Source: an optimization exercise on an open RTL-to-GDS flow (aim: small area and a short achievable clock period). Production flows keep margins and buffers that such runs may drop.
In this exercise RTL edits were held to simulation tests only and were not proved equivalent to the original.
Power is estimated from default activity; no workload was simulated.

--- design/flow/run.sh ---
#!/bin/bash
# synth_recipe.tcl (not shown) runs the flow's synth.tcl, then flattens the netlist and writes it again
# the make line also repeats each setting of config.mk as NAME=value (left out here)
make -C /OpenROAD-flow-scripts/flow DESIGN_CONFIG=/design/flow/config.mk WORK_HOME=/design/flow/orfs CLKGATE_MAP_FILE= SYNTH_SCRIPT=/design/flow/synth_recipe.tcl finish
--- design/flow/config.mk ---
export PLATFORM = sky130hd
export DESIGN_NAME = pipeline_processor
export DESIGN_NICKNAME = pipeline_processor
export VERILOG_FILES = /design/flow/design.v
export SDC_FILE = /design/flow/constraint.sdc
export NUM_CORES = 4
export LEC_CHECK = 0
export CAP_MARGIN = 20
export CORE_MARGIN = 2
export CORE_UTILIZATION = 40
export SLEW_MARGIN = 20
--- design/flow/constraint.sdc ---
create_clock -name core_clock -period 6.0 [get_ports {clk}]
set_input_delay 1.2000 -clock core_clock [delete_from_list [all_inputs] [get_ports {clk}]]
set_output_delay 1.2000 -clock core_clock [all_outputs]
set_load 0.01 [all_outputs]
--- design/flow/design.v ---
`timescale 1ns / 1ps
module pipeline_processor(
    clk,
    rst,
    prg_data,
    dmem_rdata,
    prg_addr,
    raddr_dmem,
    waddr_dmem,
    wdata_dmem,
    write_dmem,
    read_dmem
);
input clk;
input rst;
input [31:0] prg_data;
input [31:0] dmem_rdata;
output [31:0] prg_addr;
output [31:0] raddr_dmem;
output [31:0] waddr_dmem;
output [31:0] wdata_dmem;
output write_dmem;
output read_dmem;
integer i;
reg [31:2] pc;
wire [31:2] pc_incr4 = pc + 30'd1;
assign prg_addr = {pc, 2'b00};
reg        valid_ID;
reg [31:0] inst_ID;
reg [31:2] pc_incr4_ID;
always @(posedge clk or posedge rst) begin
    if (rst) valid_ID <= 1'b0;
    else     valid_ID <= 1'b1;
end
always @(posedge clk) begin
    inst_ID     <= prg_data;
    pc_incr4_ID <= pc_incr4;
end
wire [5:0]  op   = inst_ID[31:26];
wire [4:0]  rs   = inst_ID[25:21];
wire [4:0]  rt   = inst_ID[20:16];
wire [4:0]  rd   = inst_ID[15:11];
wire [15:0] imm  = inst_ID[15:0];
wire [5:0]  func = inst_ID[5:0];
wire is_r    = (op == 6'b00_0000);
wire f_add   = is_r && (func == 6'b10_0000);
wire f_sub   = is_r && (func == 6'b10_0010);
wire f_and   = is_r && (func == 6'b10_0100);
wire f_or    = is_r && (func == 6'b10_0101);
wire f_slt   = is_r && (func == 6'b10_1010);
wire is_lw   = (op == 6'b10_0011);
wire is_sw   = (op == 6'b10_1011);
wire is_beq  = (op == 6'b00_0100);
wire is_addi = (op == 6'b00_1000);
wire is_lui  = (op == 6'b00_1111);
wire r_write   = f_add | f_sub | f_and | f_or | f_slt;
wire [4:0] dest_ID = is_r ? rd : rt;
wire write_regf_ID = valid_ID && (r_write | is_lw | is_addi | is_lui) && (dest_ID != 5'd0);
wire use_imm       = is_lw | is_sw | is_addi | is_lui;
reg [31:0] regf [1:31];
reg [31:0] rs_val;
reg [31:0] rt_val;
always @(*) begin
    rs_val = 32'd0;
    rt_val = 32'd0;
    for (i = 1; i < 32; i = i + 1) begin
        rs_val = rs_val | ({32{rs == i}} & regf[i]);
        rt_val = rt_val | ({32{rt == i}} & regf[i]);
    end
end
wire [31:0] imm_sext = {{16{imm[15]}}, imm};
wire [31:0] imm_ext  = is_lui ? {imm, 16'd0} : imm_sext;
wire [31:2] target_ID = pc_incr4_ID + imm_sext[29:0];
reg [31:0] a_EX;
reg [31:0] b_EX;
reg [31:0] c_EX;
reg [4:0]  waddr_EX;
reg write_regf_EX, read_dmem_EX, write_dmem_EX, is_branch_EX;
reg alu_sub_EX, alu_slt_EX, alu_and_EX, alu_or_EX, alu_lui_EX;
always @(posedge clk) begin
    a_EX     <= rs_val;
    b_EX     <= use_imm ? imm_ext : rt_val;
    c_EX     <= is_beq ? {target_ID, 2'b00} : rt_val;
    waddr_EX <= dest_ID;
    alu_sub_EX <= f_sub | f_slt;
    alu_slt_EX <= f_slt;
    alu_and_EX <= f_and;
    alu_or_EX  <= f_or;
    alu_lui_EX <= is_lui;
end
always @(posedge clk or posedge rst) begin
    if (rst) begin
        write_regf_EX <= 1'b0;
        read_dmem_EX  <= 1'b0;
        write_dmem_EX <= 1'b0;
        is_branch_EX  <= 1'b0;
    end else begin
        write_regf_EX <= write_regf_ID;
        read_dmem_EX  <= valid_ID && is_lw;
        write_dmem_EX <= valid_ID && is_sw;
        is_branch_EX  <= valid_ID && is_beq;
    end
end
wire [31:0] sum = a_EX + (alu_sub_EX ? ~b_EX : b_EX) + {31'd0, alu_sub_EX};
wire slt = (a_EX[31] != b_EX[31]) ? a_EX[31] : sum[31];
reg [31:0] alu_result;
always @(*) begin
    if (alu_and_EX)      alu_result = a_EX & b_EX;
    else if (alu_or_EX)  alu_result = a_EX | b_EX;
    else if (alu_lui_EX) alu_result = b_EX;
    else if (alu_slt_EX) alu_result = {31'd0, slt};
    else                 alu_result = sum;
end
wire taken_EX = is_branch_EX && (a_EX == b_EX);
reg [31:0] alu_result_MEM;
reg [31:0] c_MEM;
reg [4:0]  waddr_MEM;
reg write_regf_MEM, read_dmem_MEM, write_dmem_MEM, taken_MEM;
always @(posedge clk) begin
    alu_result_MEM <= alu_result;
    c_MEM          <= c_EX;
    waddr_MEM      <= waddr_EX;
end
always @(posedge clk or posedge rst) begin
    if (rst) begin
        write_regf_MEM <= 1'b0;
        read_dmem_MEM  <= 1'b0;
        write_dmem_MEM <= 1'b0;
        taken_MEM      <= 1'b0;
    end else begin
        write_regf_MEM <= write_regf_EX;
        read_dmem_MEM  <= read_dmem_EX;
        write_dmem_MEM <= write_dmem_EX;
        taken_MEM      <= taken_EX;
    end
end
assign raddr_dmem = alu_result_MEM;
assign waddr_dmem = alu_result_MEM;
assign wdata_dmem = c_MEM;
assign write_dmem = write_dmem_MEM;
assign read_dmem  = read_dmem_MEM;
wire [31:0] wdata_regf = read_dmem_MEM ? dmem_rdata : alu_result_MEM;
always @(posedge clk) begin
    for (i = 1; i < 32; i = i + 1)
        if (write_regf_MEM && waddr_MEM == i)
            regf[i] <= wdata_regf;
end
always @(posedge clk or posedge rst) begin
    if (rst) pc <= 30'd0;
    else     pc <= taken_MEM ? c_MEM[31:2] : pc_incr4;
end
endmodule
==> results of run 1 <==
==> state kept, by name (all words and copies together) (netlist names), 5 cells and up <==
signal / flops
regf: 992
a_EX: 32
alu_result_MEM: 32
b_EX: 32
c_EX: 32
c_MEM: 32
inst_ID: 32
pc: 30
pc_incr4_ID: 30
waddr_EX: 5
waddr_MEM: 5
==> cell usage after synthesis (all sizes together), types with 20 or more instances <==
| library cell | number | area (sq um) |
|---|---|---|
| a22oi | 588 | 4410 |
| a21o | 32 | 240 |
| a221oi | 175 | 1540 |
| a21oi | 106 | 531 |
| dfrtp | 39 | 976 |
| clkbuf | 203 | 762 |
| nor2 | 196 | 736 |
| xor2 | 59 | 517 |
| a211oi | 24 | 193 |
| buf | 72 | 415 |
| nor3 | 20 | 100 |
| or3 | 24 | 150 |
| o21ai | 43 | 215 |
| nand3 | 173 | 866 |
| xnor2 | 49 | 429 |
| or4 | 45 | 338 |
| a222oi | 64 | 641 |
| dfxtp | 237 | 4740 |
| nand4 | 104 | 651 |
| a22o | 161 | 1410 |
| mux2 | 68 | 766 |
| inv | 90 | 338 |
| ha | 124 | 1550 |
| edfxtp | 992 | 29800 |
| nand2 | 58 | 218 |
==> report_power, final <==
group | internal, mW | switching, mW
Sequential | 10.8 | 0.579
Clock | 5.02 | 3.64
Combinational | 1.27 | 2.44
==> metrics by stage <==
stage	worst slack (ns)	hold slack (ns)	instance area [sq um]	utilization, %
final	2.21	0.325	63200	47.3
after global routing	2.04	0.325	63200	47.3
after CTS	2.26	0.320	63200	47.2
after detailed placement	2.28	0.312	58600	43.8
after global placement	2.29	0.310	58600	43.8
after floorplan	2.71	0.310	54000	-
==> layout by cell type (no fill, tap or decap), drive strengths merged, types with 106 or more instances in the layout <==
cell type	synthesis	layout
a21oi	106	106
a221oi	175	175
a22o	161	161
a22oi	588	588
buf	72	114
clkbuf	203	171
clkdlybuf4s50	0	193
dfxtp	237	237
edfxtp	992	992
ha	124	124
nand3	173	173
nor2	196	196
==> area by class of cell <==
cell class	count	area [sq um]
Fill cell	11600	70500
Sequential cell	1268	35500
Multi-Input combinational cell	2304	17700
Clock buffer	171	3790
Timing Repair Buffer	307	2900
Tap cell	1768	2210
Clock inverter	75	782
Inverter	91	342
Antenna cell	10	25.0
==> routing by layer <==
layer  global-route usage [%]  share of wire, %
met1                     43.2                33
met2                     50.5                41
met3                     18.1                18
met4                     20.6               7.5
met5                    0.524             0.069
==> logic make-up after synthesis <==
family	synth area share [%]
compound gates	18.3
mux	1.49
xor+xnor	1.75
other cells	0.0139
fa+ha+maj	2.95
flops	65.8
buf+inv	2.81
simple gates	6.96
==> worst max-delay path by stage <==
stage	from	endpoint	cells past startpoint
5_1_grt	alu_sub_EX	alu_result_MEM[20]	13
2_1_floorplan	alu_sub_EX	alu_result_MEM[20]	15
4_1_cts	alu_sub_EX	alu_result_MEM[22]	11
3_3_place_gp	alu_sub_EX	alu_result_MEM[22]	11
3_5_place_dp	alu_sub_EX	alu_result_MEM[22]	11
6_report	alu_sub_EX	alu_result_MEM[22]	11
==> run summary, run 1 <==
status finished clean; # Post-CTS Setup Buffers 0; Max Clock Freq 264 MHz; Final Non-Filler Cells 5994; pin count of the biggest net entering global routing 53; clock slew at reported path FFs 0.06 ns; ys async rst share 3.08%; startpoint types flip-flop; Max Buffers Root-to-Sink 3; CTS resizes 0; Worst-Skew Late Latency 0.79 ns; Tmin final around 3.8 ns; first-pass GRT wire length ~340000 um; hold endpoint c_MEM[18]; RSZ-0062 raised after global routing false; cell row count between 100 and 150; Initial DRT Pass Iterations 11; share of cells above drive strength 1 12.1%; WL final 252000 um; post-route setup TNS 0 ns; Buffers on Ports 193; Worst Path Arrival 4.45 ns; routed len/inst 42.0 um; Pwr Density around 380 nW/um^2; Max Slew Vio Count 0; CP Buf/Inv Count 1; Setup CP Type flip-flop to flip-flop; I/O pins 196; crit path max fanout 18; Clock Sinks 1268; post-synthesis area per instance 13.7 sq um; #FFs+latches synth roughly 1300; CTS tree built; hold_buf cts 0; Critical Path RT 6.66 ns; CP delay by family, top compound AO/OA/AOI/OAI gates; Via density 7.30; EDFF count, synth 992; YS warnings 2; Max Clock Skew 0.0347 ns; # placed instances 5736; Die X approximately 370 um; crit-path max cell delay 0.62 ns; Worst Hold Launch c_EX[18]; Worst VDD drop 191 uV; Register-to-Register Path Depth 11; core footprint 134000 sq um; synth-to-layout area growth 17.1%; Die H 371 um; Vias around 44000; Worst path slowest cell dfxtp_2; r2r setup slk approximately 2.2 ns; Hold Path Cell Cnt 0; Yosys cell types 72; cells after synthesis 3937; max-cap violations 0; sequential area share after synthesis about two thirds; clock buffer count from CTS 133; synthesized cell area 54000 sq um; DR iter-0 viols 10500; total gr overflow 0; worst r2r dst alu_result_MEM[22]; Critical Path Sink Type flip-flop; Power, Total 23.8 mW; crit path cell chain buf_4, xor2_1, ha_1, nor2b_1, o2111ai_1, a31oi_2, a21oi_1, o21ai_1, a311oi_1, o21ai_0, a22o_1; root buffer cell clkbuf_16; initial antenna violation count 15; Initial Util 40.4%; nets about 4300; die area 138000 sq um; Slew headroom 12.0%; All-Layer GR Usage 35.6%; Leakage 21.5 nW; final setup violation count 0; DRC violations left 0; RR Startpoint alu_sub_EX; HPWL Detailed around 140000 um; Final period util 63.2%; routability cong. 0.941; Synth Flop Type edfxtp_1; vias in the first global route 40600; Worst-Margin Slew roughly 1.3 ns; worst min path class flip-flop to flip-flop; H-Tree Depth 4; Final Hold Vio Count 0; Detail Route Antenna Nets 0
==> inputs of run 2 (changes only) <==
--- a/design/flow/design.v
+++ b/design/flow/design.v
@@ -23,3 +23,3 @@
 output read_dmem;
-integer i;
+integer i, k, j;
 reg [31:2] pc;
@@ -59,2 +59,3 @@
 wire use_imm       = is_lw | is_sw | is_addi | is_lui;
+wire sub_ID        = f_sub | f_slt;
 reg [31:0] regf [1:31];
@@ -66,3 +67,3 @@
     for (i = 1; i < 32; i = i + 1) begin
-        rs_val = rs_val | ({32{rs == i}} & regf[i]);
+        rs_val = rs_val | ({32{rs == i && !is_lui}} & regf[i]);
         rt_val = rt_val | ({32{rt == i}} & regf[i]);
@@ -72,5 +73,6 @@
 wire [31:0] imm_ext  = is_lui ? {imm, 16'd0} : imm_sext;
+wire [31:0] b_ID     = use_imm ? imm_ext : rt_val;
 wire [31:2] target_ID = pc_incr4_ID + imm_sext[29:0];
 reg [31:0] a_EX;
-reg [31:0] b_EX;
+reg [31:0] p_EX;
 reg [31:0] c_EX;
@@ -78,9 +80,9 @@
 reg write_regf_EX, read_dmem_EX, write_dmem_EX, is_branch_EX;
-reg alu_sub_EX, alu_slt_EX, alu_and_EX, alu_or_EX, alu_lui_EX;
+reg alu_sub_EX, alu_slt_EX, alu_and_EX, alu_or_EX;
 always @(posedge clk) begin
     a_EX     <= rs_val;
-    b_EX     <= use_imm ? imm_ext : rt_val;
+    p_EX     <= rs_val ^ b_ID ^ {32{sub_ID}};
     c_EX     <= is_beq ? {target_ID, 2'b00} : rt_val;
     waddr_EX <= dest_ID;
-    alu_sub_EX <= f_sub | f_slt;
+    alu_sub_EX <= sub_ID;
     alu_slt_EX <= f_slt;
@@ -88,3 +90,2 @@
     alu_or_EX  <= f_or;
-    alu_lui_EX <= is_lui;
 end
@@ -103,9 +104,27 @@
 end
-wire [31:0] sum = a_EX + (alu_sub_EX ? ~b_EX : b_EX) + {31'd0, alu_sub_EX};
-wire slt = (a_EX[31] != b_EX[31]) ? a_EX[31] : sum[31];
+reg [31:0] gp [0:5];
+reg [31:0] pp [0:5];
+always @(*) begin
+    gp[0] = a_EX & ~p_EX;
+    pp[0] = p_EX;
+    gp[0][0] = p_EX[0] ? alu_sub_EX : a_EX[0];
+    for (k = 0; k < 5; k = k + 1) begin
+        for (j = 0; j < 32; j = j + 1) begin
+            if (j[k]) begin
+                gp[k+1][j] = gp[k][j] | (pp[k][j] & gp[k][(j >> k << k) - 1]);
+                pp[k+1][j] = pp[k][j] & pp[k][(j >> k << k) - 1];
+            end else begin
+                gp[k+1][j] = gp[k][j];
+                pp[k+1][j] = pp[k][j];
+            end
+        end
+    end
+end
+wire [31:0] carry = {gp[5][30:0], alu_sub_EX};
+wire [31:0] sum = p_EX ^ carry;
+wire slt = p_EX[31] ? sum[31] : a_EX[31];
 reg [31:0] alu_result;
 always @(*) begin
-    if (alu_and_EX)      alu_result = a_EX & b_EX;
-    else if (alu_or_EX)  alu_result = a_EX | b_EX;
-    else if (alu_lui_EX) alu_result = b_EX;
+    if (alu_and_EX)      alu_result = a_EX & ~p_EX;
+    else if (alu_or_EX)  alu_result = a_EX | p_EX;
     else if (alu_slt_EX) alu_result = {31'd0, slt};
@@ -113,3 +132,3 @@
 end
-wire taken_EX = is_branch_EX && (a_EX == b_EX);
+wire taken_EX = is_branch_EX && (p_EX == 32'd0);
 reg [31:0] alu_result_MEM;
--- a/design/flow/config.mk
+++ b/design/flow/config.mk
@@ -10,2 +10,3 @@
 export CORE_UTILIZATION = 40
+export SETUP_SLACK_MARGIN = 3.0
 export SLEW_MARGIN = 20
==> run summary, run 2 <==
Die X 370 um; WL final 285000 um; routability cong. 1.04; Worst-Skew Late Latency ~0.8 ns; nets between 4000 and 5000; EDFF count, synth approximately 990; HPWL Detailed 169000 um; largest area contributor in the netlist edfxtp_1; H-Tree Depth 4; Critical Path Sink Type flip-flop; hold_buf cts 0; Synth Flop Type edfxtp_1; CTS tree built; Hold Path Cell Cnt 0; DRC violations left 0; Buffers on Ports between 150 and 200; Final period util 53.1%; crit path launch inst_ID[20]; worst min path class flip-flop to flip-flop; I/O pins 196; YS warnings 4; status finished clean; hold_ws 0.321 ns; synthesized cell area 53500 sq um; max-cap violations 0; Synth area leaders edfxtp_1, a22oi_1, dfxtp_1; Max Clock Freq roughly 310 MHz; sequential area share after synthesis between 60% and 70%; RR Startpoint inst_ID[20]; Yosys cell types 80; share of cells above drive strength 1 around 23%; cell row count 134; clock slew at reported path FFs 0.06 ns; Critical Path RT 6.66 ns; total gr overflow 0; Max Buffers Root-to-Sink 3; cells after synthesis 4001; Leakage 22.9 nW; core footprint around 130000 sq um; Clock Sinks 1267; commonest non-fill, non-tap cell in the layout edfxtp_1; Worst Hold Launch c_EX[24]; ys async rst share 3.08%; Register-to-Register Path Depth 12; Worst VDD drop 194 uV; Final Hold Vio Count 0; post-route setup TNS 0 ns; hold endpoint c_MEM[24]; worst r2r dst p_EX[1]; Slew headroom 14.7%; Tmin final 3.19 ns; synth-to-layout area growth 25.1%; Reg with most FFs regf; Initial DRT Pass Iterations 20; initial antenna violation count 19; post-synth top area share around 56%; Filler cells 11300; RSZ-0062 raised after global routing true; die area 137000 sq um; pin count of the biggest net entering global routing 40; startpoint types flip-flop; #FFs+latches synth 1267; root buffer cell clkbuf_16; vias in the first global route 43900; count leader, synth edfxtp_1; top cells by count, synth edfxtp_1, a22oi_1, dfxtp_1, nor2_1, nand2_1; Pwr Density 360 nW/um^2; Setup CP Type flip-flop to flip-flop; Max Slew Vio Count 0; All-Layer GR Usage 40.3%; max reg flops 992; Die H 370 um; DR iter-0 viols 12300; Vias 48000; post-synthesis area per instance 13.4 sq um; clock buffer count from CTS 135; Max Clock Skew approximately 0.054 ns; crit path max fanout 17; final setup violation count 0; Worst-Margin Slew 1.28 ns; r2r setup slk between 2 and 3 ns; Worst Path Arrival 3.85 ns; first-pass GRT wire length 373000 um; most frequent cells in the layout edfxtp_1, a22oi_1, buf_4; Detail Route Antenna Nets 0; Initial Util 40.2%; routed len/inst 44.6 um; Via density 7.51
[run 2: cell types whose count changed after synthesis, moves of 39 or more]
cell	before	now
a22oi_1	588	705
ha_1	124	30
inv_1	90	24
a221oi_1	174	96
xor2_1	59	20
a22o_1	161	80
nand2_1	58	204
xnor2_1	49	92
nand3_1	173	86
[run 2: metrics by stage]
stage | utilization [%] | worst slack, ns | instance area, sq um | cells | power (mW)
after global routing | 50.2 | 2.84 | 66900 | 6372 | 24.5
after global placement | 44.0 | 1.73 | 58500 | 5853 | 15.1
after detailed placement | 44.0 | 1.68 | 58500 | 5854 | 15.1
final | 50.3 | 2.81 | 66900 | 6388 | 24.1
after CTS | 49.4 | 2.93 | 65700 | 6306 | 23.7
after floorplan | - | 3.12 | 53500 | 4002 | 13.2
[run 2: worst max path at each step]
stage,end,slack (ns),depth (start not counted)
final,p_EX[1],2.81,12
after global routing,p_EX[6],2.84,13
after CTS,p_EX[28],2.93,12
after detailed placement,p_EX[28],1.68,10
after global placement,p_EX[28],1.73,10
after floorplan,c_EX[30],3.12,13
[run 2: layout make-up]
| type | instances | area (sq um) | area share (%) |
|---|---|---|---|
| antenna | 19 | 47.5 | 0.0711 |
| clock buffer | 183 | 3740 | 5.60 |
| clock inverter | 66 | 727 | 1.09 |
| inverter | 25 | 93.8 | 0.140 |
| multi-input combinational | 2422 | 18200 | 27.2 |
| sequential | 1267 | 35600 | 53.2 |
| tap | 1768 | 2210 | 3.31 |
| timing repair buffer | 638 | 6310 | 9.44 |
[run 2: where the power goes]
group          switching [mW]  internal, mW
Sequential              0.549          10.9
Combinational            2.74          1.35
Clock                    3.63          4.93
[run 2: per-layer routing]
layer | up-vias | track usage, % | part of all wire (%)
li1 | 17200 | - | -
met1 | 22900 | 46.1 | 32
met2 | 5746 | 54.4 | 38
met3 | 2047 | 23.9 | 19
met4 | 28 | 30.6 | 11
met5 | - | 1.61 | 0.27
[run 2: worst max-delay path, cell delays in order (launching register included)]
cell and delay, ns:
dfxtp_4 0.43, nand3_2 0.25, nor2_4 0.16, buf_4 0.54
buf_6 0.41, a22oi_1 0.12, nand2_1 0.09, nor3_1 0.08
nand2_1 0.17, a21o_1 0.15, o21ai_0 0.09, a32oi_2 0.41
xnor2_2 0.12
[run 2: timing repair]
item / 4_1_cts / 5_1_grt
gates cloned: 6 / 1
gates resized for setup: 239 / 135
setup buffers: 197 / 62
setup endpoints to repair: 148 / 125
pin swaps: 98 / 89
[run 2: cells by family (layout without fill, tap and decap cells)]
family,after synthesis,after routing,synth area share (%)
adder cells (fa/ha/maj),31,31,0.739
flip-flops,1267,1267,66.3
XOR/XNOR,112,112,1.83
AO/OA/AOI/OAI,1283,1283,17.9
multiplexers,121,121,2.45
buffers and inverters,315,912,2.61
AND/OR/NAND/NOR,870,872,8.17
other,2,22,0.0140
==> inputs of run 3 (changes only) <==
--- a/design/flow/design.v
+++ b/design/flow/design.v
@@ -29,3 +29,3 @@
 reg [31:0] inst_ID;
-reg [31:2] pc_incr4_ID;
+reg [31:2] tp_ID;
 always @(posedge clk or posedge rst) begin
@@ -36,3 +36,3 @@
     inst_ID     <= prg_data;
-    pc_incr4_ID <= pc_incr4;
+    tp_ID       <= pc_incr4 ^ {{14{prg_data[15]}}, prg_data[15:0]};
 end
@@ -61,12 +61,14 @@
 reg [31:0] regf [1:31];
-reg [31:0] rs_val;
-reg [31:0] rt_val;
-always @(*) begin
-    rs_val = 32'd0;
-    rt_val = 32'd0;
-    for (i = 1; i < 32; i = i + 1) begin
-        rs_val = rs_val | ({32{rs == i && !is_lui}} & regf[i]);
-        rt_val = rt_val | ({32{rt == i}} & regf[i]);
-    end
-end
+wire [32*32-1:0] regf_flat;
+assign regf_flat[31:0] = 32'd0;
+genvar gi;
+generate
+    for (gi = 1; gi < 32; gi = gi + 1) begin : g_flat
+        assign regf_flat[gi*32 +: 32] = regf[gi];
+    end
+endgenerate
+wire [31:0] rs_val;
+wire [31:0] rt_val;
+rf_read read_rs (.regs(regf_flat), .addr(rs), .data(rs_val));
+rf_read read_rt (.regs(regf_flat), .addr(rt), .data(rt_val));
 wire [31:0] imm_sext = {{16{imm[15]}}, imm};
@@ -74,3 +76,20 @@
 wire [31:0] b_ID     = use_imm ? imm_ext : rt_val;
-wire [31:2] target_ID = pc_incr4_ID + imm_sext[29:0];
+reg [29:0] tg [0:5];
+reg [29:0] tpp [0:5];
+always @(*) begin
+    tg[0] = imm_sext[29:0] & ~tp_ID;
+    tpp[0] = tp_ID;
+    for (k = 0; k < 5; k = k + 1) begin
+        for (j = 0; j < 30; j = j + 1) begin
+            if (j[k]) begin
+                tg[k+1][j] = tg[k][j] | (tpp[k][j] & tg[k][(j >> k << k) - 1]);
+                tpp[k+1][j] = tpp[k][j] & tpp[k][(j >> k << k) - 1];
+            end else begin
+                tg[k+1][j] = tg[k][j];
+                tpp[k+1][j] = tpp[k][j];
+            end
+        end
+    end
+end
+wire [31:2] target_ID = tp_ID ^ {tg[5][28:0], 1'b0};
 reg [31:0] a_EX;
@@ -80,3 +99,3 @@
 reg write_regf_EX, read_dmem_EX, write_dmem_EX, is_branch_EX;
-reg alu_sub_EX, alu_slt_EX, alu_and_EX, alu_or_EX;
+reg alu_sub_EX, alu_slt_EX, alu_and_EX, alu_or_EX, alu_xor_EX;
 always @(posedge clk) begin
@@ -90,2 +109,3 @@
     alu_or_EX  <= f_or;
+    alu_xor_EX <= is_lui;
 end
@@ -129,2 +149,3 @@
     else if (alu_or_EX)  alu_result = a_EX | p_EX;
+    else if (alu_xor_EX) alu_result = a_EX ^ p_EX;    
     else if (alu_slt_EX) alu_result = {31'd0, slt};
@@ -171 +192,23 @@
 endmodule
+module rf_read(regs, addr, data);
+input  [32*32-1:0] regs;
+input  [4:0]  addr;
+output [31:0] data;
+wire [31:0] sel = 32'd1 << addr;
+wire [31:0] g [0:10];
+genvar gi;
+generate
+    for (gi = 0; gi < 10; gi = gi + 1) begin : g_aoi
+        rf_aoi3 u (.a(regs[(3*gi+1)*32 +: 32]), .b(regs[(3*gi+2)*32 +: 32]), .c(regs[(3*gi+3)*32 +: 32]),
+                   .sa(sel[3*gi+1]), .sb(sel[3*gi+2]), .sc(sel[3*gi+3]), .y(g[gi]));
+    end
+endgenerate
+assign g[10] = ~({32{sel[31]}} & regs[31*32 +: 32]);
+assign data = ~(g[0] & g[1] & g[2] & g[3]) | ~(g[4] & g[5] & g[6] & g[7]) | ~(g[8] & g[9] & g[10]);
+endmodule
+module rf_aoi3(a, b, c, sa, sb, sc, y);
+input  [31:0] a, b, c;
+input  sa, sb, sc;
+output [31:0] y;
+assign y = ~(({32{sa}} & a) | ({32{sb}} & b) | ({32{sc}} & c));
+endmodule
--- a/design/flow/config.mk
+++ b/design/flow/config.mk
@@ -12 +12,3 @@
 export SLEW_MARGIN = 20
+export SYNTH_HIERARCHICAL = 1
+export SYNTH_MINIMUM_KEEP_SIZE = 0
==> run summary, run 3 <==
Final Hold Vio Count 0; Critical Path RT 6.65 ns; cell row count 134; Reg with most FFs regf; worst min path class flip-flop to flip-flop; Detail Route Antenna Nets 0; Worst VDD drop 264 uV; Worst Path Arrival roughly 3.7 ns; share of cells above drive strength 1 around 16%; Leakage roughly 21 nW; #FFs+latches synth 1268; metal2 WL roughly 84000 um; Simple-Gate Fraction of Synth Area 5.95%; hold_ws between 0.3 and 0.4 ns; Register-to-Register Path Depth 11; Antenna Cells 0; Worst-Margin Slew approximately 1.2 ns; routed wl met3 31100 um; count leader, synth edfxtp_1; routed len/inst ~34 um; HPWL Detailed approximately 120000 um; Max Clock Skew 0.0264 ns; clock buffer count from CTS 136; Final Non-Filler Cells 5649; YS warnings 13; Tmin final ~3 ns; max reg flops 992; pin count of the biggest net entering global routing 47; Max Clock Freq between 300 and 400 MHz; hold_buf cts 0; vias in the first global route 36700; crit path max fanout 17; first-pass GRT wire length 267000 um; top layer in use met5; total gr overflow 0; Final period util 51.2%; EDFF count, synth 992; Slew headroom 20.3%; Final Cell Area 62000 sq um; die area 137000 sq um; core footprint 133000 sq um; Die H 370 um; largest area contributor in the netlist edfxtp_1; Initial Util between 40% and 50%; # placed instances 5343; post-synthesis area per instance 15.0 sq um; Worst Hold Launch c_EX[12]; Max Slew Vio Count 0; All-Layer GR Usage 27.2%; root buffer cell clkbuf_16; Vias 38300; routability cong. 0.971; Die X 370 um; most frequent cells in the layout edfxtp_1, a222oi_1, dfxtp_1; top cells by count, synth edfxtp_1, a222oi_1, dfxtp_1, nand2_1, nor2_1; Max Buffers Root-to-Sink 3; Initial DRT Pass Iterations 14; area post-placement 56700 sq um; clock slew at reported path FFs around 0.060 ns; WL final just under 200000 um; synthesized cell area 53600 sq um; M1 WL ~72000 um; startpoint types flip-flop; DR iter-0 viols 10200; Pwr Density 383 nW/um^2; xor and xnor area share after synthesis 2.76%; nets around 4000; RR Startpoint inst_ID[18]; cells after synthesis 3564; Power, Total 23.7 mW; Synth Area in Adders 1.52%; ys async rst share 3.08%; initial antenna violation count 8; final worst slack 2.93 ns; Filler cells 11500; Setup CP Type flip-flop to flip-flop; Synth area leaders edfxtp_1, a222oi_1, dfxtp_1; status finished clean; sequential area share after synthesis between 60% and 70%; Buffers on Ports 193; max-cap violations 0; post-synthesis compound-gate area fraction ~16%; post-route setup TNS 0 ns; Worst-Skew Late Latency 0.75 ns; commonest non-fill, non-tap cell in the layout edfxtp_1; Synth Flop Type edfxtp_1; Clock Sinks around 1300; H-Tree Depth 4; DRC violations left 0; synth-to-layout area growth 15.6%; RSZ-0062 raised after global routing true; post-synth top area share 55.6%; Yosys cell types 89; Final Util between 40% and 50%; final setup violation count 0; largest family of logic cells by synthesized area compound AO/OA/AOI/OAI gates; hold endpoint c_MEM[12]; CTS tree built; r2r setup slk 2.93 ns; pre-CTS WS 2.61 ns; mux cell area share after synthesis 1.99%; I/O pins 196; Hold Path Cell Cnt 0; Via density between 6 and 7; worst r2r dst c_EX[21]; Critical Path Sink Type flip-flop
==> run 3: cell type report <==
class	instances	area [sq um]	area share, %
clock buffers	183	3750	6.06
clock inverters	63	568	0.917
inverters	93	349	0.563
multi-input cells	1914	16100	25.9
flip-flops and latches	1268	35600	57.4
well taps	1768	2210	3.57
repair buffers	360	3420	5.51
==> run 3: worst max path at each step <==
stage	startpoint	end	slack (ns)	depth (start not counted)
6_report	inst_ID[18]	c_EX[21]	2.93	11
5_1_grt	inst_ID[17]	p_EX[18]	2.94	10
4_1_cts	alu_result_MEM[22]	raddr_dmem[22]	2.95	1
3_5_place_dp	inst_ID[19]	p_EX[1]	2.61	10
3_3_place_gp	inst_ID[26]	p_EX[1]	2.58	8
2_1_floorplan	p_EX[4]	alu_result_MEM[27]	3.35	11
==> run 3: what timing repair did <==
item                                   in CTS  in global routing
gates cloned                                0                  3
setup buffers                              11                 45
resized for setup                          60                 90
pin swaps                                   8                 55
setup endpoints to repair                  84                 51
endpoints found under the hold margin       0                  0
==> run 3: kinds of logic (layout without fill, tap and decap cells) <==
family | after synthesis | after routing
AOI/OAI and AO/OA | 948 | 948
buffers and inverters | 383 | 699
adders and majority gates | 65 | 65
other | 2 | 3
muxes | 97 | 97
DFF | 1268 | 1268
and+or+nand+nor | 632 | 632
xor gates and xnor gates | 169 | 169
==> run 3: power by group <==
| part | switching [mW] | total [mW] | internal (mW) | leakage [nW] |
|---|---|---|---|---|
| Sequential | 0.547 | 11.5 | 10.9 | 11.4 |
| Combinational | 2.67 | 4.04 | 1.37 | 7.58 |
| Clock | 3.48 | 8.24 | 4.76 | 2.13 |
==> run 3: per-layer routing <==
metal / up-vias / track usage [%]
met5: - / 0.245
li1: 15700 / -
met3: 447 / 9.83
met2: 3205 / 40.0
met1: 19000 / 36.7
met4: 4 / 10.2
==> run 3: Yosys stat by module (local to each module, per instance) <==
module | cells | flops+latches
pipeline_processor | 2388 | 1268
rf_aoi3 | 41 | 0
rf_read | 178 | 0
==> run 3: critical path, stage by stage (launching register included) <==
cell and delay (ns):
dfxtp_4 0.37, clkbuf_2 0.19, nand3b_1 0.13, buf_4 0.16, nor2_4 0.59, buf_4 0.52, a222oi_1 0.13, nand4_1 0.16
a2111o_1 0.32, buf_4 0.17, nand2_1 0.07, o21ai_1 0.13
==> inputs of run 4 (changes only) <==
--- a/design/flow/design.v
+++ b/design/flow/design.v
@@ -27,19 +27,8 @@
 assign prg_addr = {pc, 2'b00};
-reg        valid_ID;
-reg [31:0] inst_ID;
-reg [31:2] tp_ID;
-always @(posedge clk or posedge rst) begin
-    if (rst) valid_ID <= 1'b0;
-    else     valid_ID <= 1'b1;
-end
-always @(posedge clk) begin
-    inst_ID     <= prg_data;
-    tp_ID       <= pc_incr4 ^ {{14{prg_data[15]}}, prg_data[15:0]};
-end
-wire [5:0]  op   = inst_ID[31:26];
-wire [4:0]  rs   = inst_ID[25:21];
-wire [4:0]  rt   = inst_ID[20:16];
-wire [4:0]  rd   = inst_ID[15:11];
-wire [15:0] imm  = inst_ID[15:0];
-wire [5:0]  func = inst_ID[5:0];
+wire [5:0]  op   = prg_data[31:26];
+wire [4:0]  rs   = prg_data[25:21];
+wire [4:0]  rt   = prg_data[20:16];
+wire [4:0]  rd   = prg_data[15:11];
+wire [15:0] imm  = prg_data[15:0];
+wire [5:0]  func = prg_data[5:0];
 wire is_r    = (op == 6'b00_0000);
@@ -55,7 +44,40 @@
 wire is_lui  = (op == 6'b00_1111);
-wire r_write   = f_add | f_sub | f_and | f_or | f_slt;
-wire [4:0] dest_ID = is_r ? rd : rt;
-wire write_regf_ID = valid_ID && (r_write | is_lw | is_addi | is_lui) && (dest_ID != 5'd0);
-wire use_imm       = is_lw | is_sw | is_addi | is_lui;
-wire sub_ID        = f_sub | f_slt;
+wire [4:0]  dest     = is_r ? rd : rt;
+wire        write_rf = (f_add | f_sub | f_and | f_or | f_slt | is_lw | is_addi | is_lui) && (dest != 5'd0);
+wire [31:0] rs_dec   = is_lui ? 32'd0 : (32'd1 << rs);
+wire [31:0] rt_dec   = 32'd1 << rt;
+wire [29:0] imm_word = {{14{imm[15]}}, imm};
+reg [31:1] rs_sel_ID;
+reg [31:1] rt_sel_ID;
+reg [15:0] imm_ID;
+reg [4:0]  dest_ID;
+reg [31:2] tp_ID;
+reg use_imm_ID, lui_ID, sub_ID, and_ID, or_ID, slt_ID;
+reg write_regf_ID, read_dmem_ID, write_dmem_ID, is_branch_ID;
+always @(posedge clk) begin
+    rs_sel_ID  <= rs_dec[31:1];
+    rt_sel_ID  <= rt_dec[31:1];
+    imm_ID     <= imm;
+    dest_ID    <= dest;
+    tp_ID      <= pc ^ imm_word;
+    use_imm_ID <= is_lw | is_sw | is_addi | is_lui;
+    lui_ID     <= is_lui;
+    sub_ID     <= f_sub | f_slt;
+    and_ID     <= f_and;
+    or_ID      <= f_or;
+    slt_ID     <= f_slt;
+end
+always @(posedge clk or posedge rst) begin
+    if (rst) begin
+        write_regf_ID <= 1'b0;
+        read_dmem_ID  <= 1'b0;
+        write_dmem_ID <= 1'b0;
+        is_branch_ID  <= 1'b0;
+    end else begin
+        write_regf_ID <= write_rf;
+        read_dmem_ID  <= is_lw;
+        write_dmem_ID <= is_sw;
+        is_branch_ID  <= is_beq;
+    end
+end
 reg [31:0] regf [1:31];
@@ -71,12 +93,13 @@
 wire [31:0] rt_val;
-rf_read read_rs (.regs(regf_flat), .addr(rs), .data(rs_val));
-rf_read read_rt (.regs(regf_flat), .addr(rt), .data(rt_val));
-wire [31:0] imm_sext = {{16{imm[15]}}, imm};
-wire [31:0] imm_ext  = is_lui ? {imm, 16'd0} : imm_sext;
-wire [31:0] b_ID     = use_imm ? imm_ext : rt_val;
-reg [29:0] tg [0:5];
-reg [29:0] tpp [0:5];
+rf_read read_rs (.regs(regf_flat), .sel({rs_sel_ID, 1'b0}), .data(rs_val));
+rf_read read_rt (.regs(regf_flat), .sel({rt_sel_ID, 1'b0}), .data(rt_val));
+wire [31:0] imm_ext = lui_ID ? {imm_ID, 16'd0} : {{16{imm_ID[15]}}, imm_ID};
+wire [31:0] b_ID    = use_imm_ID ? imm_ext : rt_val;
+wire [29:0] t_imm = {{14{imm_ID[15]}}, imm_ID};
+reg  [29:0] tg [0:5];
+reg  [29:0] tpp [0:5];
 always @(*) begin
-    tg[0] = imm_sext[29:0] & ~tp_ID;
+    tg[0] = t_imm & ~tp_ID;
     tpp[0] = tp_ID;
+    tg[0][0] = tp_ID[2] | t_imm[0];
     for (k = 0; k < 5; k = k + 1) begin
@@ -93,3 +116,3 @@
 end
-wire [31:2] target_ID = tp_ID ^ {tg[5][28:0], 1'b0};
+wire [31:2] target_ID = tp_ID ^ {tg[5][28:0], 1'b1};
 reg [31:0] a_EX;
@@ -99,13 +122,12 @@
 reg write_regf_EX, read_dmem_EX, write_dmem_EX, is_branch_EX;
-reg alu_sub_EX, alu_slt_EX, alu_and_EX, alu_or_EX, alu_xor_EX;
-always @(posedge clk) begin
-    a_EX     <= rs_val;
-    p_EX     <= rs_val ^ b_ID ^ {32{sub_ID}};
-    c_EX     <= is_beq ? {target_ID, 2'b00} : rt_val;
-    waddr_EX <= dest_ID;
+reg alu_sub_EX, alu_slt_EX, alu_and_EX, alu_or_EX;
+always @(posedge clk) begin
+    a_EX       <= rs_val;
+    p_EX       <= rs_val ^ b_ID ^ {32{sub_ID}};
+    c_EX       <= is_branch_ID ? {target_ID, 2'b00} : rt_val;
+    waddr_EX   <= dest_ID;
     alu_sub_EX <= sub_ID;
-    alu_slt_EX <= f_slt;
-    alu_and_EX <= f_and;
-    alu_or_EX  <= f_or;
-    alu_xor_EX <= is_lui;
+    alu_slt_EX <= slt_ID;
+    alu_and_EX <= and_ID;
+    alu_or_EX  <= or_ID;
 end
@@ -119,5 +141,5 @@
         write_regf_EX <= write_regf_ID;
-        read_dmem_EX  <= valid_ID && is_lw;
-        write_dmem_EX <= valid_ID && is_sw;
-        is_branch_EX  <= valid_ID && is_beq;
+        read_dmem_EX  <= read_dmem_ID;
+        write_dmem_EX <= write_dmem_ID;
+        is_branch_EX  <= is_branch_ID;
     end
@@ -149,3 +171,2 @@
     else if (alu_or_EX)  alu_result = a_EX | p_EX;
-    else if (alu_xor_EX) alu_result = a_EX ^ p_EX;    
     else if (alu_slt_EX) alu_result = {31'd0, slt};
@@ -192,7 +213,6 @@
 endmodule
-module rf_read(regs, addr, data);
+module rf_read(regs, sel, data);
 input  [32*32-1:0] regs;
-input  [4:0]  addr;
+input  [31:0] sel;
 output [31:0] data;
-wire [31:0] sel = 32'd1 << addr;
 wire [31:0] g [0:10];
--- a/design/flow/config.mk
+++ b/design/flow/config.mk
@@ -10,3 +10,3 @@
 export CORE_UTILIZATION = 40
-export SETUP_SLACK_MARGIN = 3.0
+export SETUP_SLACK_MARGIN = 3.3
 export SLEW_MARGIN = 20
==> run summary, run 4 <==
status finished clean; I/O pins 196; cell row count 133; max-cap violations 0; Critical Path RT around 6.6 ns; post-synthesis area per instance ~15 sq um; Worst-Margin Slew roughly 1.1 ns; total gr overflow 0; YS warnings 13; EDFF count, synth 992; synthesized cell area approximately 53000 sq um; startpoint types input port; final worst slack 3.32 ns; cells after synthesis 3498; die area 136000 sq um; ys async rst share 3.17%; Max Buffers Root-to-Sink 3; Worst-Skew Late Latency 0.75 ns; core footprint 132000 sq um; post-route setup TNS 0 ns; max reg flops 992; share of cells above drive strength 1 13.0%; clock buffer count from CTS 135; initial antenna violation count 7; Worst VDD drop 217 uV; final setup violation count 0; Initial Util just over 40%; vias in the first global route around 37000; Filler cells between 10000 and 15000; Die H 369 um; pin count of the biggest net entering global routing 63; Buffers on Ports 193; #FFs+latches synth 1327; Clock Sinks between 1000 and 1500; Max Clock Skew 0.0327 ns; largest area contributor in the netlist edfxtp_1; Yosys cell types 67; Leakage 20.4 nW; Initial DRT Pass Iterations 15; worst min path class flip-flop to flip-flop; most frequent cells in the layout edfxtp_1, a222oi_1, dfxtp_1; Die X between 300 and 400 um; nets roughly 3700; Slew headroom 29.4%; Final Hold Vio Count 0; routability cong. 0.914; DR iter-0 viols 8460; RSZ-0062 raised after global routing true; Max Clock Freq approximately 370 MHz; Pwr Density ~390 nW/um^2; post-synth top area share a little under three fifths; first-pass GRT wire length 257000 um; CTS tree built; routed len/inst approximately 33 um; synth-to-layout area growth 14.1%; H-Tree Depth 4; root buffer cell clkbuf_16; Final Non-Filler Cells 5541; count leader, synth edfxtp_1; crit path max fanout 7; Setup CP Type input port to flip-flop; Reg with most FFs regf; pre-CTS WS about 2.0 ns; DRC violations left 0; All-Layer GR Usage a little over a quarter; Max Slew Vio Count 0; Tmin final 2.68 ns; top cells by count, synth edfxtp_1, a222oi_1, dfxtp_1, nor2_1, nand2_1; Critical Path Sink Type flip-flop; sequential area share after synthesis 68.9%; Synth Flop Type edfxtp_1; Via density 6.72; HPWL Detailed 108000 um; Worst Path Arrival 3.30 ns; FF/Latch Area ~37000 sq um; Synth area leaders edfxtp_1, a222oi_1, dfxtp_1; clock slew at reported path FFs 0.06 ns; Vias 37200; commonest non-fill, non-tap cell in the layout edfxtp_1; Detail Route Antenna Nets 0; Final period util about 45%; WL final 185000 um; # placed instances 5259; multi-input logic area about 15000 sq um
-- run 4: layout make-up --
| class | count | area share, % |
|---|---|---|
| Antenna cell | 3 | 0.0123 |
| Clock buffer | 187 | 6.31 |
| Clock inverter | 61 | 0.849 |
| Inverter | 27 | 0.167 |
| Multi-Input combinational cell | 1851 | 24.0 |
| Sequential cell | 1327 | 60.4 |
| Tap cell | 1755 | 3.61 |
| Timing Repair Buffer | 330 | 4.65 |
-- run 4: cells by family (layout without fill, tap and decap cells) --
group           after synthesis  count (layout)  share of synthesized area [%]
fa+ha+maj                     1               1                         0.0235
flops                      1327            1327                           68.9
buf+inv                     321             605                           4.44
mux                          89              89                           1.82
compound gates              943             943                           16.1
other cells                   1               5                        0.00704
simple gates                666             666                           6.32
xor+xnor                    150             150                           2.46
-- run 4: path summary, 6_finish.rpt --
kind | cells after the start | endpoint | slack, ns | startpoint
worst max-delay path | 6 | write_regf_ID | 3.32 | prg_data[29]
worst min-delay path | 0 | c_MEM[11] | 0.32 | c_EX[11]
worst max register to register | 7 | p_EX[22] | 3.34 | rt_sel_ID[20]
worst min register to register | 0 | c_MEM[11] | 0.32 | c_EX[11]
max in group asynchronous | 2 | pc[27] | 4.35 | rst
min in group asynchronous | 2 | pc[6] | 0.99 | rst
-- run 4: metal layers --
| layer | wire length (um) | GRT usage, % |
|---|---|---|
| met5 | 27 | 0 |
| met4 | 7270 | 11.7 |
| met3 | 27800 | 8.85 |
| met2 | 84700 | 41.4 |
| met1 | 65200 | 32.6 |
-- run 4: Yosys stat by module, one instance, submodules excluded --
module,cells,flip-flops and latches,times used
rf_read,131,0,2
pipeline_processor,2416,1327,1
rf_aoi3,41,0,20
-- run 4: what timing repair did --
item                       4_1_cts  5_1_grt
setup buffers                   30        1
pin swaps                        3        6
setup endpoints to repair      143       27
hold buffers                     0        0
resized for setup              187       31
-- run 4: where the power goes --
part / internal, mW / switching, mW / total [mW]
Sequential: 11.3 / 0.463 / 11.8
Combinational: 1.05 / 2.33 / 3.38
Clock: 4.79 / 3.53 / 8.32
Total: 17.1 / 6.32 / 23.5
-- run 4: worst max-delay path, stage by stage --
cell	delay [ns]
buf_2	0.13
or4_4	0.54
or3_4	0.39
mux2_4	0.32
or4_4	0.53
o21a_1	0.18
-- run 4: per-stage QoR --
stage	total power, mW	area (sq um)	utilization [%]	hold slack (ns)
CTS	23.4	60700	46.1	0.321
global placement	15.3	56200	42.7	0.311
global route	24.1	60800	46.2	0.327
detailed placement	15.3	56200	42.7	0.312
floorplan	13.7	53300	-	0.310
finish	23.5	60800	46.2	0.320
==> inputs of run 5 (changes only) <==
--- a/design/flow/config.mk
+++ b/design/flow/config.mk
@@ -10,3 +10,3 @@
 export CORE_UTILIZATION = 40
-export SETUP_SLACK_MARGIN = 3.3
+export SETUP_SLACK_MARGIN = 3.6
 export SLEW_MARGIN = 20
==> run summary, run 5 <==
Slew headroom 31.2%; Worst VDD drop 228 uV; nets 3809; post-synth top area share 55.9%; Synth area leaders edfxtp_1, a222oi_1, dfxtp_1; root buffer cell clkbuf_16; first-pass GRT wire length 261000 um; share of cells above drive strength 1 20.7%; ys async rst share 3.17%; Final period util 43.6%; EDFF count, synth between 900 and 1000; RR Startpoint rt_sel_ID[7]; Worst Path Arrival 3.26 ns; Initial Util 40.4%; All-Layer GR Usage 26.8%; Yosys cell types 67; clock buffer count from CTS between 100 and 150; Final Hold Vio Count 0; Buffers on Ports 193; pin count of the biggest net entering global routing between 60 and 70; crit path max fanout 7; area post-placement 56200 sq um; post-route setup TNS 0 ns; Gate power share ~16%; Final Util 47.2%; commonest non-fill, non-tap cell in the layout edfxtp_1; Pwr Density around 380 nW/um^2; sequential area share after synthesis 68.9%; CTS tree built; total gr overflow 0; count leader, synth edfxtp_1; I/O pins 196; Detail Route Antenna Nets 0; routed len/inst about 34 um; FF/Latch Area 37000 sq um; hold_ws 0.320 ns; Seq pwr share 49.8%; largest area contributor in the netlist edfxtp_1; RSZ-0062 raised after global routing true; Worst-Skew Late Latency 0.76 ns; clock slew at reported path FFs about 0.06 ns; initial antenna violation count 2; Leakage 20.9 nW; Max Slew Vio Count 0; worst min path class flip-flop to flip-flop; Via density 6.74; HPWL Detailed 107000 um; Critical Path RT 6.64 ns; synth-to-layout area growth 16.8%; Tmin final 2.62 ns; hold_buf cts 0; Setup CP Type flip-flop to flip-flop; cell row count 133; core footprint 132000 sq um; DRC violations left 0; Synth Flop Type edfxtp_1; Max Buffers Root-to-Sink 3; Max Clock Skew between 0.02 and 0.025 ns; crit path launch rt_sel_ID[7]; Final Cell Area about 62000 sq um; routability cong. 0.885; max reg flops slightly below 1000; Die H 369 um; Filler cells 11400; final setup violation count 0; synthesized cell area approximately 53000 sq um; die area 136000 sq um; most frequent cells in the layout edfxtp_1, a222oi_1, dfxtp_1; Clk pwr share 34.3%; Die X around 370 um; vias in the first global route ~37000; Initial DRT Pass Iterations 14; cells after synthesis 3498; post-synthesis area per instance 15.2 sq um; startpoint types flip-flop; YS warnings 13; Worst Hold Launch c_EX[24]; DR iter-0 viols 9097; max-cap violations 0; Reg with most FFs regf; Int Pwr 17.4 mW; #FFs+latches synth 1327; multi-input logic area 14800 sq um; H-Tree Depth 4; status finished clean; WL final 190000 um; Clock Sinks about 1300; switching power ~6.5 mW; Vias 37800; Critical Path Sink Type flip-flop; top cells by count, synth edfxtp_1, a222oi_1, dfxtp_1, nor2_1, nand2_1; sw frac 27.1%; Max Clock Freq 382 MHz; Worst-Margin Slew just over 1 ns
==> run 5: critical path, cell delays in order, from the launching register on <==
cell and delay [ns]:
dfxtp_4 0.36, buf_12 0.15, buf_12 0.14, a222oi_1 0.37, nand4_1 0.40, a2111o_1 0.63
buf_6 0.17, mux2_4 0.25
==> run 5: final timing paths <==
| check | to | slack, ns | depth (start not counted) |
|---|---|---|---|
| max in group asynchronous | pc[24] | 4.53 | 2 |
| worst max-delay path | c_EX[27] | 3.38 | 7 |
| worst min register to register | c_MEM[24] | 0.32 | 0 |
| min in group asynchronous | pc[3] | 0.91 | 2 |
| worst min-delay path | c_MEM[24] | 0.32 | 0 |
| worst max register to register | c_EX[27] | 3.38 | 7 |
==> run 5: area by class of cell <==
| class | count | share of cell area (%) |
|---|---|---|
| antenna | 1 | 0.00402 |
| clock buffer | 181 | 6.01 |
| clock inverter | 59 | 0.792 |
| inverter | 27 | 0.165 |
| multi-input combinational | 1851 | 23.7 |
| sequential | 1327 | 59.3 |
| tap | 1755 | 3.53 |
| timing repair buffer | 400 | 6.43 |
==> run 5: stage by stage <==
step	instances	setup WS [ns]	total power [mW]
after detailed placement	5262	2.04	15.4
after CTS	5559	3.37	23.7
after global placement	5262	2.03	15.3
final	5601	3.38	23.9
after global routing	5600	3.38	24.6
after floorplan	3499	2.75	13.7
==> run 5: routing by layer <==
layer  part of all wire [%]  global-route usage, %
met5                 0.0063                      0
met1                     35                   32.9
met2                     46                   42.8
met3                     14                   8.27
met4                    4.5                   13.0
==> run 5: power groups by stage <==
stage / Clock (mW) / Combinational [mW] / Sequential (mW)
after global placement: 0 / 3.34 / 12.0
after global routing: 8.62 / 4.00 / 11.9
after floorplan: 0 / 1.95 / 11.8
after CTS: 8.25 / 3.57 / 11.9
final: 8.19 / 3.79 / 11.9
after detailed placement: 0 / 3.40 / 12.0
==> run 5: logic make-up after synthesis <==
kind of cell               after synthesis  share of synthesized area [%]
AOI/OAI and AO/OA                      943                           16.1
adders and majority gates                1                         0.0235
DFF                                   1327                           68.9
xor gates and xnor gates               150                           2.46
muxes                                   89                           1.82
and+or+nand+nor                        666                           6.32
other                                    1                        0.00704
buffers and inverters                  321                           4.44
==> run 5: repair_timing <==
action | in CTS | in global routing
gates resized for setup | 806 | 162
pin swaps | 30 | 93
cloned | 1 | 5
setup buffers | 56 | 36
setup endpoints to repair | 207 | 452
==> run 5: per-module statistics from Yosys (local to each module, per instance) <==
module | times used | area (sq um) | cells
pipeline_processor | 1 | 43400 | 2416
rf_read | 2 | 915 | 131
rf_aoi3 | 20 | 403 | 41
==> inputs of run 6 (changes only) <==
--- a/design/flow/design.v
+++ b/design/flow/design.v
@@ -27,23 +27,11 @@
 assign prg_addr = {pc, 2'b00};
-wire [5:0]  op   = prg_data[31:26];
-wire [4:0]  rs   = prg_data[25:21];
-wire [4:0]  rt   = prg_data[20:16];
-wire [4:0]  rd   = prg_data[15:11];
-wire [15:0] imm  = prg_data[15:0];
-wire [5:0]  func = prg_data[5:0];
-wire is_r    = (op == 6'b00_0000);
-wire f_add   = is_r && (func == 6'b10_0000);
-wire f_sub   = is_r && (func == 6'b10_0010);
-wire f_and   = is_r && (func == 6'b10_0100);
-wire f_or    = is_r && (func == 6'b10_0101);
-wire f_slt   = is_r && (func == 6'b10_1010);
-wire is_lw   = (op == 6'b10_0011);
-wire is_sw   = (op == 6'b10_1011);
-wire is_beq  = (op == 6'b00_0100);
-wire is_addi = (op == 6'b00_1000);
-wire is_lui  = (op == 6'b00_1111);
-wire [4:0]  dest     = is_r ? rd : rt;
-wire        write_rf = (f_add | f_sub | f_and | f_or | f_slt | is_lw | is_addi | is_lui) && (dest != 5'd0);
-wire [31:0] rs_dec   = is_lui ? 32'd0 : (32'd1 << rs);
-wire [31:0] rt_dec   = 32'd1 << rt;
+wire [31:1] rs_dec, rt_dec;
+wire [4:0]  dest;
+wire write_rf, use_imm, is_lui, is_sub, is_and, is_or, is_slt, is_lw, is_sw, is_beq;
+if_decode decode (
+    .inst(prg_data), .rs_dec(rs_dec), .rt_dec(rt_dec), .dest(dest),
+    .write_rf(write_rf), .use_imm(use_imm), .is_lui(is_lui), .is_sub(is_sub),
+    .is_and(is_and), .is_or(is_or), .is_slt(is_slt), .is_lw(is_lw), .is_sw(is_sw),
+    .is_beq(is_beq));
+wire [15:0] imm = prg_data[15:0];
 wire [29:0] imm_word = {{14{imm[15]}}, imm};
@@ -57,4 +45,4 @@
 always @(posedge clk) begin
-    rs_sel_ID  <= rs_dec[31:1];
-    rt_sel_ID  <= rt_dec[31:1];
+    rs_sel_ID  <= rs_dec;
+    rt_sel_ID  <= rt_dec;
     imm_ID     <= imm;
@@ -62,8 +50,8 @@
     tp_ID      <= pc ^ imm_word;
-    use_imm_ID <= is_lw | is_sw | is_addi | is_lui;
+    use_imm_ID <= use_imm;
     lui_ID     <= is_lui;
-    sub_ID     <= f_sub | f_slt;
-    and_ID     <= f_and;
-    or_ID      <= f_or;
-    slt_ID     <= f_slt;
+    sub_ID     <= is_sub;
+    and_ID     <= is_and;
+    or_ID      <= is_or;
+    slt_ID     <= is_slt;
 end
@@ -234 +222,36 @@
 endmodule
+module if_decode(inst, rs_dec, rt_dec, dest, write_rf, use_imm, is_lui, is_sub,
+                 is_and, is_or, is_slt, is_lw, is_sw, is_beq);
+input  [31:0] inst;
+output [31:1] rs_dec;       
+output [31:1] rt_dec;       
+output [4:0]  dest;
+output write_rf, use_imm, is_lui, is_sub, is_and, is_or, is_slt, is_lw, is_sw, is_beq;
+wire [5:0] op   = inst[31:26];
+wire [4:0] rs   = inst[25:21];
+wire [4:0] rt   = inst[20:16];
+wire [4:0] rd   = inst[15:11];
+wire [5:0] func = inst[5:0];
+wire is_r    = (op == 6'b00_0000);
+wire f_add   = is_r && (func == 6'b10_0000);
+wire f_sub   = is_r && (func == 6'b10_0010);
+wire f_and   = is_r && (func == 6'b10_0100);
+wire f_or    = is_r && (func == 6'b10_0101);
+wire f_slt   = is_r && (func == 6'b10_1010);
+wire is_addi = (op == 6'b00_1000);
+assign is_lw  = (op == 6'b10_0011);
+assign is_sw  = (op == 6'b10_1011);
+assign is_beq = (op == 6'b00_0100);
+assign is_lui = (op == 6'b00_1111);
+assign dest     = is_r ? rd : rt;
+assign write_rf = f_add | f_sub | f_and | f_or | f_slt | is_lw | is_addi | is_lui;
+assign use_imm  = is_lw | is_sw | is_addi | is_lui;
+assign is_sub   = f_sub | f_slt;
+assign is_and   = f_and;
+assign is_or    = f_or;
+assign is_slt   = f_slt;
+wire [31:0] rs_one = 32'd1 << rs;
+wire [31:0] rt_one = 32'd1 << rt;
+assign rs_dec = is_lui ? 31'd0 : rs_one[31:1];
+assign rt_dec = rt_one[31:1];
+endmodule
==> design/flow/flow/run.sh (new file) <==
#!/bin/bash
# Own layout flow: the standard layout (standard.sh), with smaller port
# buffers and no dummy clock-tree loads. Each tool's log is in orfs/logs/;
# standard.sh's own output goes to standard.log.
set -euo pipefail
export BUFFER_PORTS_ARGS="-buffer_cell sky130_fd_sc_hd__buf_2"
export CTS_ARGS="-sink_clustering_enable -repair_clock_nets -dont_use_dummy_load -buf_list {sky130_fd_sc_hd__clkbuf_4 sky130_fd_sc_hd__clkbuf_8}"
bash standard.sh > standard.log 2>&1
==> design/flow/standard.sh (new file) <==
#!/bin/bash
# synth_recipe.tcl (not shown) runs the flow's synth.tcl, then flattens the netlist and writes it again
# the make line also repeats each setting of config.mk as NAME=value (left out here)
make -C /OpenROAD-flow-scripts/flow DESIGN_CONFIG=/design/flow/config.mk WORK_HOME=/design/flow/orfs CLKGATE_MAP_FILE= SYNTH_SCRIPT=/design/flow/synth_recipe.tcl "${@:-finish}"
--- a/design/flow/config.mk
+++ b/design/flow/config.mk
@@ -9,4 +9,5 @@
 export CORE_MARGIN = 2
-export CORE_UTILIZATION = 40
-export SETUP_SLACK_MARGIN = 3.6
+export CORE_UTILIZATION = 50
+export CTS_BUF_LIST = sky130_fd_sc_hd__clkbuf_4 sky130_fd_sc_hd__clkbuf_8
+export SETUP_SLACK_MARGIN = 3.5
 export SLEW_MARGIN = 20
removed: design/flow/run.sh
==> run summary, run 6 <==
r2r setup slk 3.42 ns; Worst-Margin Slew 1.16 ns; startpoint types flip-flop; die area 109000 sq um; Initial DRT Pass Iterations 10; DRC violations left 0; post-synth top area share 55.8%; count leader, synth edfxtp_1; crit path max fanout 2; WL final 193000 um; hold_buf cts 0; final worst slack 3.25 ns; CP Buf/Inv Count 2; EDFF count, synth 992; Max Buffers Root-to-Sink 3; status finished clean; top cells by count, synth edfxtp_1, a222oi_1, dfxtp_1, nor2_1, nand2_1; first-pass GRT wire length approximately 260000 um; Slew headroom between 20% and 30%; sequential area share after synthesis 68.8%; Filler cells approximately 8300; Worst Path Arrival 1.55 ns; Leakage 20.2 nW; share of cells above drive strength 1 21.7%; HPWL Detailed 112000 um; #FFs+latches synth 1327; CTS tree built; Max Clock Freq about 360 MHz; Worst path slowest cell dfrtp_2; YS warnings 13; Vias 38300; Yosys cell types 86; routed len/inst between 30 and 40 um; Synth area leaders edfxtp_1, a222oi_1, dfxtp_1; cell row count 119; most frequent cells in the layout edfxtp_1, a222oi_1, clkbuf_8; synthesized cell area 53400 sq um; DR iter-0 viols 9485; ys async rst share 3.17%; commonest non-fill, non-tap cell in the layout edfxtp_1; routability cong. 0.925; Initial Util around half; crit path cell chain buf_12, buf_6; Synth Flop Type edfxtp_1; Pwr Density 366 nW/um^2; crit-path max cell delay 0.42 ns; Critical Path Sink Type primary output; Clock Sinks 1327; Register-to-Register Path Depth 5; Hold Path Cell Cnt 0; Buffers on Ports 193; max reg flops 992; worst min path class flip-flop to flip-flop; Max Slew Vio Count 0; Via density 7.35; synth-to-layout area growth 12.0%; final setup violation count 0; Tmin final 2.75 ns; WP depth 2; pre-CTS WS 3.28 ns; initial antenna violation count 9; max-cap violations 0; Reg with most FFs regf; clock buffer count from CTS 208; hold_ws 0.317 ns; Final period util 45.8%; Detail Route Antenna Nets 0; cells after synthesis around 3500; Worst-Skew Late Latency about 0.9 ns; largest area contributor in the netlist edfxtp_1; Max Clock Skew between 0.05 and 0.06 ns; total gr overflow 0; I/O pins 196; Die X about 330 um; pin count of the biggest net entering global routing 63; All-Layer GR Usage approximately a third; Final Hold Vio Count 0; root buffer cell clkbuf_8; H-Tree Depth 4; clock slew at reported path FFs 0.06 ns; Worst VDD drop 292 uV; Setup CP Type flip-flop to primary output; core footprint 106000 sq um; Critical Path RT 4.80 ns; RSZ-0062 raised after global routing true; CP delay by family, top flip-flops; post-route setup TNS 0 ns; nets 3882; vias in the first global route 38000; Die H 331 um; post-synthesis area per instance 15.1 sq um
[run 6: cell count changes in the layout (fill, tap and decap cells not counted), sizes merged, moves of 14 or more]
cell and delta:
a21oi +20, buf +26, clkbuf +26, clkdlybuf4s50 -61
clkinv -42, mux2 -14, mux2i -17, nor2 +20
o21ai +18
[run 6: kinds of logic after synthesis]
group                      Yosys count  share of synthesized area (%)
DFF                               1327                           68.8
AOI/OAI and AO/OA                  991                           16.6
and+or+nand+nor                    679                           6.50
buffers and inverters              326                           4.47
xor gates and xnor gates           151                           2.48
muxes                               58                           1.19
adders and majority gates            1                         0.0234
other                                1                        0.00702
[run 6: worst register-to-register path: cells and delay by family (launching register included)]
| family | cells | cell delay, ns |
|---|---|---|
| simple gates | 1 | 0.57 |
| compound gates | 2 | 1.02 |
| flops | 1 | 0.54 |
| xor+xnor | 2 | 0.33 |
[run 6: cell type report]
type | instances | area, sq um | area share (%)
diodes | 3 | 7.51 | 0.0126
multi-input cells | 1882 | 14700 | 24.5
well taps | 1391 | 1740 | 2.91
flip-flops and latches | 1327 | 37000 | 61.9
repair buffers | 365 | 3400 | 5.69
inverters | 31 | 116 | 0.195
clock buffers | 208 | 2860 | 4.79
[run 6: stage by stage]
step / power [mW] / utilization (%) / instances / instance area [sq um]
2_1_floorplan: 13.7 / - / 3535 / 53400
3_3_place_gp: 15.0 / 51.9 / 4912 / 54800
3_5_place_dp: 15.1 / 51.9 / 4912 / 54800
4_1_cts: 21.7 / 55.9 / 5170 / 59000
5_1_grt: 22.5 / 56.6 / 5205 / 59800
6_report: 21.9 / 56.6 / 5207 / 59800
[run 6: modules after synthesis, one instance, submodules excluded]
module              flops+latches  copies in the design
pipeline_processor           1327                     1
rf_aoi3                         0                    20
if_decode                       0                     1
rf_read                         0                     2
[run 6: path summary, 6_finish.rpt]
path,start,end
worst max-delay path,read_dmem_MEM,read_dmem
worst min-delay path,c_EX[22],c_MEM[22]
worst max register to register,rs_sel_ID[18],p_EX[24]
worst min register to register,c_EX[22],c_MEM[22]
max in group asynchronous,rst,pc[28]
min in group asynchronous,rst,pc[4]
[run 6: what timing repair did]
item | 4_1_cts | 5_1_grt
resized for setup | 255 | 86
pin swaps | 2 | 22
setup endpoints to repair | 170 | 299
cloned | 1 | 3
setup buffers | 49 | 31
[run 6: per-layer routing]
metal	global-route usage (%)	vias to the layer above	part of all wire, %
met1	42.1	18900	35
met4	18.7	10	5.6
li1	-	15500	-
met5	0	-	0.035
met2	53.1	3223	45
met3	9.81	670	14
[run 6: power by group]
group          leakage, nW  switching (mW)  internal [mW]
sequential            11.9           0.545           11.4
combinational         6.75            2.45           1.30
clock                 1.50            3.17           3.03
total                 20.2            6.17           15.7

==> afterwards: timing with drivers on the ports <==
No port has a modelled driver above. Below, the same layouts with a new extraction and two added sets of constraints.
Step 1, drivers: a clkbuf_16 drives clk and a buf_2 each remaining input, both assumed.
Step 2 moves the port delays by t, midway between the first and last clock arrival at a register: inputs arrive t later, outputs are due t later. That takes back most of the time a late clock gives input paths.
Slacks: ideal / step 1 / step 2; pairs: ideal / step 1.
| run | t (ns) | setup WS [ns] | worst data-port slew with drivers (ns) |
|---|---|---|---|
| run 1 | 0.847 | 2.209 / 2.209 / 2.209 | 0.07 |
| run 2 | 0.879 | 2.812 / 2.812 / 2.812 | 0.06 |
| run 3 | 0.809 | 2.929 / 2.929 / 2.929 | 0.06 |
| run 4 | 0.821 | 3.323 / 3.266 / 2.548 | 0.24 |
| run 5 | 0.830 | 3.383 / 3.383 / 2.584 | 0.24 |
| run 6 | 0.939 | 3.253 / 3.186 / 3.240 | 0.04 |
After both steps every run listed still meets setup and hold. For run 5, which loses most, drivers alone change the setup slack by 0.000 ns; drivers and shift together by -0.799 ns.
